From an optimization exercise on the open Yosys and OpenROAD flow, aimed at small area; shortcuts taken in it are not production practice. The RTL was checked by simulation tests, not by an equivalence proof against the original design. Power and IR drop assume default switching activity.

<file path="flow/run.sh">
#!/bin/bash
# synth_recipe.tcl (not shown) runs the flow's synth.tcl, then flattens the netlist and writes it again
# the make line also repeats each setting of config.mk as NAME=value (left out here)
make -C /OpenROAD-flow-scripts/flow DESIGN_CONFIG=/design/flow/config.mk WORK_HOME=/design/flow/orfs CLKGATE_MAP_FILE= SYNTH_SCRIPT=/design/flow/synth_recipe.tcl finish
</file>
<file path="flow/design.v">
module spi(
clk,
reset_n,
din,
din_ready,
din_rw,
dout,
dout_ready,
ack,
spi_clk,
spi_cs_n,
spi_do,
spi_dir,
spi_di,
last_byte
);
parameter clk_freq = 1000000;  
localparam clk_freq_l = (clk_freq > 1000000) ? clk_freq : 1000001;
localparam clk_div = (clk_freq_l % 1000000 > 0) ? (clk_freq_l / 1000000)+1:(clk_freq_l / 1000000);
localparam clk_div_bits = $clog2(clk_div);   
input wire clk;
input wire reset_n;
input wire [7:0] din;
input wire din_ready;
input wire din_rw;
output wire [7:0] dout;
output reg dout_ready;
output wire ack;
output reg spi_clk;
output reg spi_cs_n;
output wire spi_do;
output reg spi_dir;
input wire spi_di;
input wire last_byte;
reg [clk_div_bits :0] divider ;
reg [7:0] shift;
reg [7:0] in_buf;
reg rw; 
reg busy; 
reg [3:0] bit_cnt;
reg last_byte_r;
assign ack = (din_ready & !busy & !last_byte_r) ; 
assign spi_do = (spi_dir) ? shift[bit_cnt[2:0]] : 1'b0;
assign dout = shift;
always @(posedge clk) begin
	if (!reset_n) begin
	  divider <= 0;
		spi_clk <= 1'b1;
		busy <= 1'b0;
		bit_cnt <= 0;
		spi_cs_n <= 1'b1;
		spi_dir <= 1'b1;
		dout_ready <= 1'b0;
	end else begin
	  if (dout_ready !=1'b0) dout_ready <= 1'b0;   
	  if (divider != 0) begin 
		  divider <= divider - 1'b1;
		end else begin
		  divider <= clk_div - 1'b1; 
			if (busy) begin
			  spi_dir <= !rw;
				if (spi_cs_n) begin
				  spi_cs_n <= 1'b0;
				end else
				begin
					if (spi_clk) begin
						if ((bit_cnt[3:0]==4'b1111)&&(!rw)) shift<=in_buf; 
						if ((bit_cnt[3:0] < 4'b0111) || (bit_cnt[3:0] == 4'b1111)) begin
						spi_clk <= 1'b0;
						end
						if (!rw) begin 
						end
						bit_cnt <= bit_cnt + 1'b1;
					end else begin   
						spi_clk <= 1'b1;
						if ((bit_cnt[3:0]<=4'b0111) && (rw)) shift[bit_cnt[2:0]] <= spi_di;
						if (bit_cnt == 4'b0111) begin
							busy <= 1'b0;
							if (rw) dout_ready <= 1'b1; 
						end
					end 
				end
			end else begin   
				  spi_cs_n <= 1'b1;
					spi_dir <= 1'b1;
					last_byte_r<= 1'b0;
			end
		end
		if (ack) begin
		  busy 	<= 1'b1;
			rw 		<= din_rw;
			last_byte_r <= last_byte;
			if (!din_rw) begin   
			  in_buf <= din; 
			  bit_cnt <= 4'b1111;
			end else begin   
			  if (rw) bit_cnt <= 4'b1111; else bit_cnt <= 4'b1100;   
			end
		end
	end
end
endmodule
module tm1638 (
clk,
reset_n,
spi_di,
spi_clk,
spi_cs_n,
spi_dir,
spi_do,
buttons,
dig_1,
dig_2,
dig_3,
dig_4,
dig_5,
dig_6,
dig_7,
dig_8,
leds,
disp_on,
bright
);
parameter clk_freq = 1000000;  
input wire 	clk;
input wire 	reset_n;
input wire	spi_di;
output wire spi_clk;
output wire spi_cs_n;
output wire spi_dir;
output wire spi_do;
output reg [7:0] buttons;
input wire [7:0] dig_1;
input wire [7:0] dig_2;
input wire [7:0] dig_3;
input wire [7:0] dig_4;
input wire [7:0] dig_5;
input wire [7:0] dig_6;
input wire [7:0] dig_7;
input wire [7:0] dig_8;
input wire [7:0] leds;
input wire	 		 disp_on;
input wire [2:0] bright;
localparam INIT=0;
localparam MODE=1;
localparam LEDS_OUT=2;
localparam BUTTONS_IN=3;
reg [7:0] din;
reg din_ready;
reg din_rw;
wire [7:0] dout;
wire dout_ready;
wire ack;
reg	last_byte;
reg [2:0]cnt;
reg [1:0]cnt1;
reg [3:0]w_cnt;
reg cs_n_1;
always @(posedge clk)  begin
  if (!reset_n) begin
	  cnt <= INIT;
	  cnt1[1:0] <= 2'b0;
		w_cnt[3:0] <= 4'b0;
		din_ready <= 1'b0;
		din_rw <= 1'b0;
		last_byte <= 1'b0;
		buttons <= 8'h00;
	end else begin
	  cs_n_1 <= spi_cs_n;
	  if (cnt==INIT) begin
			din_rw <= 1'b0;
			din<={4'h8,disp_on,bright[2:0]};
			din_ready <= 1'b1;
			last_byte <= 1'b1;
			if (ack) begin
				cnt <= MODE;
			end
		end else
		if (cnt==MODE) begin
			din_rw <= 1'b0;
			din<=8'h40;
			din_ready <= 1'b1;
			last_byte <= 1'b1;
			if (ack) begin
				cnt <= LEDS_OUT;
				cnt1 <= 0;
			end	
		end else
		if (cnt==LEDS_OUT) begin
		  if (cnt1==0) begin
			  din<=8'hC0;
				din_rw <= 1'b0;
				din_ready <= 1'b1;
				last_byte <= 1'b0;
				if (ack) begin
					cnt1 <= 1;
					w_cnt <= 0;
				end
			end else
			if (cnt1==1) begin
				if (w_cnt ==0) begin
					din<=dig_1;
					din_ready <= 1'b1;
					if (ack) begin
						din_ready <= 1'b0;
						w_cnt <= 1;
					end
				end else if (w_cnt ==1) begin
					din<={7'b0,leds[7]};
					din_ready <= 1'b1;
					if (ack) begin
						din_ready <= 1'b0;
						w_cnt <= 2;
					end
				end else if (w_cnt ==2) begin
					din<=dig_2;
					din_ready <= 1'b1;
					if (ack) begin
						din_ready <= 1'b0;
						w_cnt <= 3;
					end
				end else if (w_cnt ==3) begin
					din<={7'b0,leds[6]};
					din_ready <= 1'b1;
					if (ack) begin
						din_ready <= 1'b0;
						w_cnt <= 4;
					end
				end else if (w_cnt ==4) begin
					din<=dig_3;
					din_ready <= 1'b1;
					if (ack) begin
						din_ready <= 1'b0;
						w_cnt <= 5;
					end
				end else if (w_cnt ==5) begin
					din<={7'b0,leds[5]};
					din_ready <= 1'b1;
					if (ack) begin
						din_ready <= 1'b0;
						w_cnt <= 6;
					end
				end else if (w_cnt ==6) begin
					din<=dig_4;
					din_ready <= 1'b1;
					if (ack) begin
						din_ready <= 1'b0;
						w_cnt <= 7;
					end
				end else if (w_cnt ==7) begin
					din<={7'b0,leds[4]};
					din_ready <= 1'b1;
					if (ack) begin
						din_ready <= 1'b0;
						w_cnt <= 8;
					end
				end else if (w_cnt ==8) begin
					din<=dig_5;
					din_ready <= 1'b1;
					if (ack) begin
						din_ready <= 1'b0;
						w_cnt <= 9;
					end
				end else if (w_cnt ==9) begin
					din<={7'b0,leds[3]};
					din_ready <= 1'b1;
					if (ack) begin
						din_ready <= 1'b0;
						w_cnt <= 10;
					end
				end else if (w_cnt ==10) begin
					din<=dig_6;
					din_ready <= 1'b1;
					if (ack) begin
						din_ready <= 1'b0;
						w_cnt <= 11;
					end
				end else if (w_cnt ==11) begin
					din<={7'b0,leds[2]};
					din_ready <= 1'b1;
					if (ack) begin
						din_ready <= 1'b0;
						w_cnt <= 12;
					end
				end else if (w_cnt ==12) begin
					din<=dig_7;
					din_ready <= 1'b1;
					if (ack) begin
						din_ready <= 1'b0;
						w_cnt <= 13;
					end
				end else if (w_cnt ==13) begin
					din<={7'b0,leds[1]};
					din_ready <= 1'b1;
					if (ack) begin
						din_ready <= 1'b0;
						w_cnt <= 14;
					end
				end else if (w_cnt ==14) begin
					din<=dig_8;
					din_ready <= 1'b1;
					if (ack) begin
						din_ready <= 1'b0;
						w_cnt <= 15;
					end
				end else if (w_cnt ==15) begin
					din<={7'b0,leds[0]};
					din_ready <= 1'b1;
					last_byte <= 1'b1;
					if (ack) begin
						cnt <= BUTTONS_IN;
						cnt1 <= 0;
						w_cnt <= 0;
					end
				end  		
		  end 	
		end 
		if (cnt==BUTTONS_IN) begin
		  if (cnt1==0) begin
			  din<=8'h42;   
				din_ready <= 1'b1;
				last_byte <= 1'b0;
				if (ack) begin
					cnt1 <= 1;
				end
			end else   
		  if (cnt1==1) begin
			  if (w_cnt ==0) begin
					din_rw <= 1'b1;
					if (ack) begin
						din_ready <= 1'b0;
						w_cnt <= 1;
					end
				end else if (w_cnt ==1) begin
					if (dout_ready) {buttons[7],buttons[3]} <= {dout[0],dout[4]};
					din_ready <= 1'b1;
					if (ack) begin
						din_ready <= 1'b0;
						w_cnt <= 2;
					end
				end else if (w_cnt ==2) begin
					if (dout_ready) {buttons[6],buttons[2]} <= {dout[0],dout[4]};
					din_ready <= 1'b1;
					if (ack) begin
						din_ready <= 1'b0;
						w_cnt <= 3;
					end
				end else if (w_cnt ==3) begin
					if (dout_ready) {buttons[5],buttons[1]} <= {dout[0],dout[4]};
					din_ready <= 1'b1;
					last_byte <= 1'b1;
					if (ack) begin
						din_ready <= 1'b0;
						cnt1 <= 2;
					end
				end
			end else
			if (cnt1==2) begin
			  if (dout_ready) begin
				  {buttons[4],buttons[0]} <= {dout[0],dout[4]};
					cnt1 <= 0;
					cnt <= INIT;
				end
			end 	
		end		
  end
end
spi #(.clk_freq( clk_freq))spi_1(
.clk(clk),
.reset_n(reset_n),
.din(din),
.din_ready(din_ready),
.din_rw(din_rw),
.dout(dout),
.dout_ready(dout_ready),
.ack(ack),
.spi_clk(spi_clk),
.spi_cs_n(spi_cs_n),
.spi_do(spi_do),
.spi_dir(spi_dir),
.spi_di(spi_di),
.last_byte(last_byte)
);
endmodule
module tm1638_bus (
clk,
reset_n,
din,
dout,
wr,
rd,
addr,
spi_di,
spi_clk,
spi_cs_n,
spi_dir,
spi_do,
cs_tm1638
);
parameter cfg_addr = 12'hff0;
parameter clk_freq = 50000000;  
input wire 	clk;
input wire 	reset_n;
input wire	spi_di;
output wire spi_clk;
output wire spi_cs_n;
output wire spi_dir;
output wire spi_do;
output reg cs_tm1638;
input wire  [7:0] din;
output reg [7:0] dout;
input wire   			wr;
input wire   			rd;
input wire [15:0] addr;
reg [7:0] dig_1; 
reg [7:0] dig_2; 
reg [7:0] dig_3; 
reg [7:0] dig_4; 
reg [7:0] dig_5; 
reg [7:0] dig_6; 
reg [7:0] dig_7; 
reg [7:0] dig_8; 
reg [7:0] leds; 
reg 			disp_on;
reg [2:0] bright;
wire [7:0] buttons;
always @* begin
  if (addr[15:4] == cfg_addr) begin
	  cs_tm1638 = rd;
	end else begin
	  cs_tm1638 = 1'b0;
	end
	  case (addr[3:0]) 
			4'b 0000: dout = dig_1;
			4'b 0001: dout = dig_2;
			4'b 0010: dout = dig_3;
			4'b 0011: dout = dig_4;
			4'b 0100: dout = dig_5;
			4'b 0101: dout = dig_6;
			4'b 0110: dout = dig_7;
			4'b 0111: dout = dig_8;
			4'b 1000: dout = leds;
			4'b 1111: dout ={4'b0,disp_on,bright};
			default: dout = buttons; 
		endcase
end
always @(posedge clk) begin
  if (!reset_n) begin
	  dig_1<=8'h00;
	  dig_2<=8'h00;
	  dig_3<=8'h00;
	  dig_4<=8'h00;
	  dig_5<=8'h00;
	  dig_6<=8'h00;
	  dig_7<=8'h00;
	  dig_8<=8'h00;
		leds <=8'h00;
	  disp_on <= 1'b1;
		bright<=7;
	end else begin
    if (addr[15:4] == cfg_addr) begin
      if (wr) begin
			  case (addr[3:0]) 
					4'b 0000: dig_1 <= din;
					4'b 0001: dig_2 <= din;
					4'b 0010: dig_3 <= din;
					4'b 0011: dig_4 <= din;
					4'b 0100: dig_5 <= din;
					4'b 0101: dig_6 <= din;
					4'b 0110: dig_7 <= din;
					4'b 0111: dig_8 <= din;
					4'b 1000: leds <= din;
					4'b 1111: {disp_on,bright} <= din[3:0];
				endcase
			end
    end
  end
end
tm1638 #(.clk_freq( clk_freq)) tm1638_inst(
.clk(clk),
.reset_n(reset_n),
.spi_di(spi_di),
.spi_clk(spi_clk),
.spi_cs_n(spi_cs_n),
.spi_dir(spi_dir),
.spi_do(spi_do),
.buttons(buttons),
.dig_1(dig_1),
.dig_2(dig_2),
.dig_3(dig_3),
.dig_4(dig_4),
.dig_5(dig_5),
.dig_6(dig_6),
.dig_7(dig_7),
.dig_8(dig_8),
.leds(leds),
.disp_on(disp_on),
.bright(bright)
);
endmodule
</file>
<file path="flow/constraint.sdc">
create_clock -name core_clock -period 20.0 [get_ports {clk}]
set_input_delay 4.0000 -clock core_clock [delete_from_list [all_inputs] [get_ports {clk}]]
set_output_delay 4.0000 -clock core_clock [all_outputs]
set_load 0.01 [all_outputs]
</file>
<file path="flow/config.mk">
export PLATFORM = sky130hd
export DESIGN_NAME = tm1638_bus
export DESIGN_NICKNAME = tm1638_bus
export VERILOG_FILES = /design/flow/design.v
export SDC_FILE = /design/flow/constraint.sdc
export NUM_CORES = 4
export LEC_CHECK = 0
export CAP_MARGIN = 20
export CORE_MARGIN = 2
export CORE_UTILIZATION = 40
export SLEW_MARGIN = 20
</file>
==> results.txt <==
## cell families after synthesis
family / count (synthesis)
DFF: 138
xor gates and xnor gates: 8
adders and majority gates: 5
buffers and inverters: 85
muxes: 62
AOI/OAI and AO/OA: 219
and+or+nand+nor: 355
## flip-flops by register name, summed over array words and instances (netlist names), 8 cells and up
signal                    cells
dig_1                         8
dig_2                         8
dig_3                         8
dig_4                         8
dig_5                         8
dig_6                         8
dig_7                         8
dig_8                         8
leds                          8
tm1638_inst.buttons           8
tm1638_inst.din               8
tm1638_inst.spi_1.in_buf      8
tm1638_inst.spi_1.shift       8
## power by group through the flow
stage	combinational (W)	clock (W)	sequential [W]
6_report	0.0000846	0.000341	0.000307
3_3_place_gp	0.0000834	0	0.000313
4_1_cts	0.0000850	0.000345	0.000307
2_1_floorplan	0.0000627	0	0.000309
5_1_grt	0.0000940	0.000357	0.000309
3_5_place_dp	0.0000843	0	0.000313
## critical path: cells and delay by family
family | cells | cell delay, ns
compound gates | 2 | 0.50
buf+inv | 3 | 1.37
simple gates | 3 | 0.88
## metrics by stage
stage / worst slack [ns] / power (W) / std cells / cell area (sq um) / hold slack, ns
final: 9.22 / 0.000732 / 1119 / 8630 / 0.455
after global routing: 9.11 / 0.000760 / 1119 / 8630 / 0.469
after CTS: 9.27 / 0.000737 / 1119 / 8630 / 0.455
after detailed placement: 9.28 / 0.000397 / 1087 / 8000 / 0.442
after global placement: 9.31 / 0.000396 / 1087 / 8000 / 0.436
after floorplan: 10.70 / 0.000371 / 872 / 7640 / 0.426
## synthesized netlist by cell type (all sizes together) (8+ instances only)
cell type | n | area [sq um]
nand2 | 189 | 709
dfxtp | 112 | 2240
a21oi | 64 | 320
nor2 | 49 | 184
clkbuf | 43 | 201
mux2i | 43 | 430
o21ai | 40 | 200
a21boi | 35 | 368
edfxtp | 26 | 781
buf | 25 | 203
and2 | 15 | 104
inv | 14 | 52.6
mux4 | 14 | 315
nand3 | 14 | 75.1
nor3 | 14 | 70.1
a22oi | 12 | 90.1
nor2b | 12 | 75.1
a31oi | 11 | 68.8
nand2b | 10 | 62.6
nor4 | 8 | 80.1
## final timing paths
path	end	slack, ns	from	cells past startpoint
worst max-delay path	dout[2]	9.22	addr[0]	8
worst min-delay path	tm1638_inst.spi_1.in_buf[5]	0.46	tm1638_inst.din[5]	0
worst max register to register	tm1638_inst.din[7]	17.61	tm1638_inst.w_cnt[2]	6
worst min register to register	tm1638_inst.spi_1.in_buf[5]	0.46	tm1638_inst.din[5]	0
## routing by layer
metal,part of all wire (%),vias to the layer above
met2,47,253
li1,-,3115
met4,2.5,0
met5,0,-
met1,44,3113
met3,6.9,39
## area by class of cell
type | instances | area (sq um)
Multi-Input combinational cell | 649 | 4140
Inverter | 15 | 56.3
Fill cell | 1844 | 10100
Clock buffer | 22 | 474
Clock inverter | 10 | 163
Tap cell | 234 | 293
Timing Repair Buffer | 51 | 480
Sequential cell | 138 | 3020
==> run_results.csv <==
group,metric,value,unit
cts,cts_made_buffers,17,
timing,timing_worst_slew_pin_value,1.02,ns
yosys,synthFlopType,"dfxtp_1",
timing,totalNegativeSetupSlack,0,ns
place,place_congestion,0.906,
timing,rsz_0062_raised_after_global_routing,"no",
global_route,number_of_global_route_vias_before_repair,6205,
floorplan,ioPinCount,42,
power,switching_share,24.2,%
finish,layout_common_cells,"nand2_1 (189), dfxtp_1 (112), a21oi_1 (64)",
yosys,post_synth_xor_area_fraction,0.917,%
global_route,grt-ovfl-total,0,
yosys,ys_async_sr_fraction,0,%
yosys,syn_area_per_cell,8.77,sq um
detailed_routing,route.antenna.remaining_nets,0,
timing,final-setup-viol-count,0,
detailed_routing,route.vias.total,6520,
worst_setup_path,critPathArrivalTime,6.78,ns
floorplan,starting_density,40.9,%
finish,mostFrequentLayoutCell,"nand2_1",
timing,final_hold_viol_count,0,
place,dp_hpwl,14700,um
cts,cts_htree_levels,4,
timing,final.period_utilization,53.9,%
floorplan,floorplan.rows,50,
yosys,number_of_enable_flip_flop_cells_after_synthesis,26,
finish,drive_above_1_share,12.3,%
yosys,synth_cell_type_count,72,
floorplan,placeable_core_area,18700,sq um
detailed_routing,detailedRoute.firstIterationViolations,730,
global_route,grtUsageMet1,29.9,%
cts,clk_tree_root_cell,"clkbuf_16",
yosys,synthesis.instances,872,
worst_setup_path,cp_slowest_cell,"clkdlybuf4s50_1",
outcome,status,"timing/DRC/antenna clean",
finish,antenna_cells_inserted,0,
global_route,gr-usage-met2,35.2,%
detailed_routing,drt_drc_violations_left,0,
global_route,met3_usage_in_global_routing,5.38,%
worst_setup_path,critPathKind,"in2out",
place,placement.io_buffers,41,
power,cellLeakagePower,2.87,nW
timing,max_clock_freq,0.0928,GHz
finish,finalNetCount,906,
power,power_frac_comb,11.6,%
detailed_routing,routedWlPerCell,19.4,um
floorplan,die-height,142,um
worst_setup_path,worst_ep_required_time,16.00,ns
yosys,synth_top_family_by_area,"simple AND/OR/NAND/NOR gates",
power,ir_drop,0.0000641,V
yosys,synth-seq-cells,138,
power,internal-power,0.000555,W
power,power.share.clock,46.5,%
yosys,post_synthesis_compound_gate_area_fraction,19.8,%
yosys,synthesis.nets,906,
timing,final_period_minus_worst_setup_slack,10.78,ns
cts,ctsLongestPathBuffers,2,
detailed_routing,avgViaCountPerCell,5.83,
yosys,yosys_warnings,3,
detailed_routing,postRouteWirelength,21700,um
worst_setup_path,timing.critical_path.to_type,"output port",
yosys,yosys.area_share.simple,22.1,%
floorplan,chipWidth,142,um
worst_setup_path,cpMostUsedCell,"clkdlybuf4s50_1",
global_route,antenna_found_initial,0,
yosys,synthesis.area,7640,sq um
finish,area_growth,12.9,%
timing,timing.max_slew.rel_slack,31.8,%
detailed_routing,drt_first_pass_iters,5,
yosys,synth_fa_ha_area_share,0.818,%
flow_run,number_of_maximum_capacitance_violations,0,
cts,cts.repair.resized,0,
power,seqPwrFrac,41.9,%
yosys,synthMuxAreaShare,10.5,%
hold_path,timing.hold.worst.class,"reg2reg",
timing,final.setup_skew,0.00971,ns
global_route,grt_use_total,22.3,%
cts,worstSkewPairLatency,0.42,ns
cts,path_clk_slew,0.06,ns
floorplan,design.die.area,20200,sq um
cts,ctsHoldBuffers,0,
cts,cts.repair_timing.setup_buffer_count,0,
worst_setup_path,worstPathCellList,"clkdlybuf4s50_1 > buf_4 > and2_1 > nand2_1 > nand3_1 > o21ai_0 > a211oi_1 > clkdlybuf4s50_1",
timing,slew_violations,0,
cts,tritoncts,"done",
worst_setup_path,worstPathMaxFanout,26,
worst_setup_path,worst_path_largest_cell_delay,0.61,ns
worst_setup_path,worst_setup_path_start_kind,"primary input",
global_route,global_route.peak_usage_layer,"met2",
finish,layout.core_utilization,46.2,%
global_route,grt_start_max_net_pins,71,
yosys,synth_sequential_area_ratio,39.5,%
power,power_density,84.8,nW/um^2
power,p_switching,0.000177,W
cts,clock-sinks,138,
global_route,grt_first_pass_wirelength,34900,um

-- separate check: timing with driven ports --
How much do the figures lean on ideal ports? The routed layout below was timed once more, with nothing changed but the port constraints.
Step 1 assumes that a clkbuf_16 drives the clock port and a buf_2 every other input.
Step 2 times the ports against the registers' clock, not the clock port: input delays grow and output delays shrink by t, the midpoint of the rising clock arrivals with the driver on.
Slacks: no drivers / after step 1 / after step 2; pairs: no drivers / after step 1.
t (ns): 0.461
slack for setup (ns): 9.224 / 9.203 / 9.203
worst slew at a driven data input, ns: 0.03
After both steps setup and hold are still met in this run. For this run, drivers alone change the setup slack by -0.021 ns; drivers and shift together by -0.021 ns.
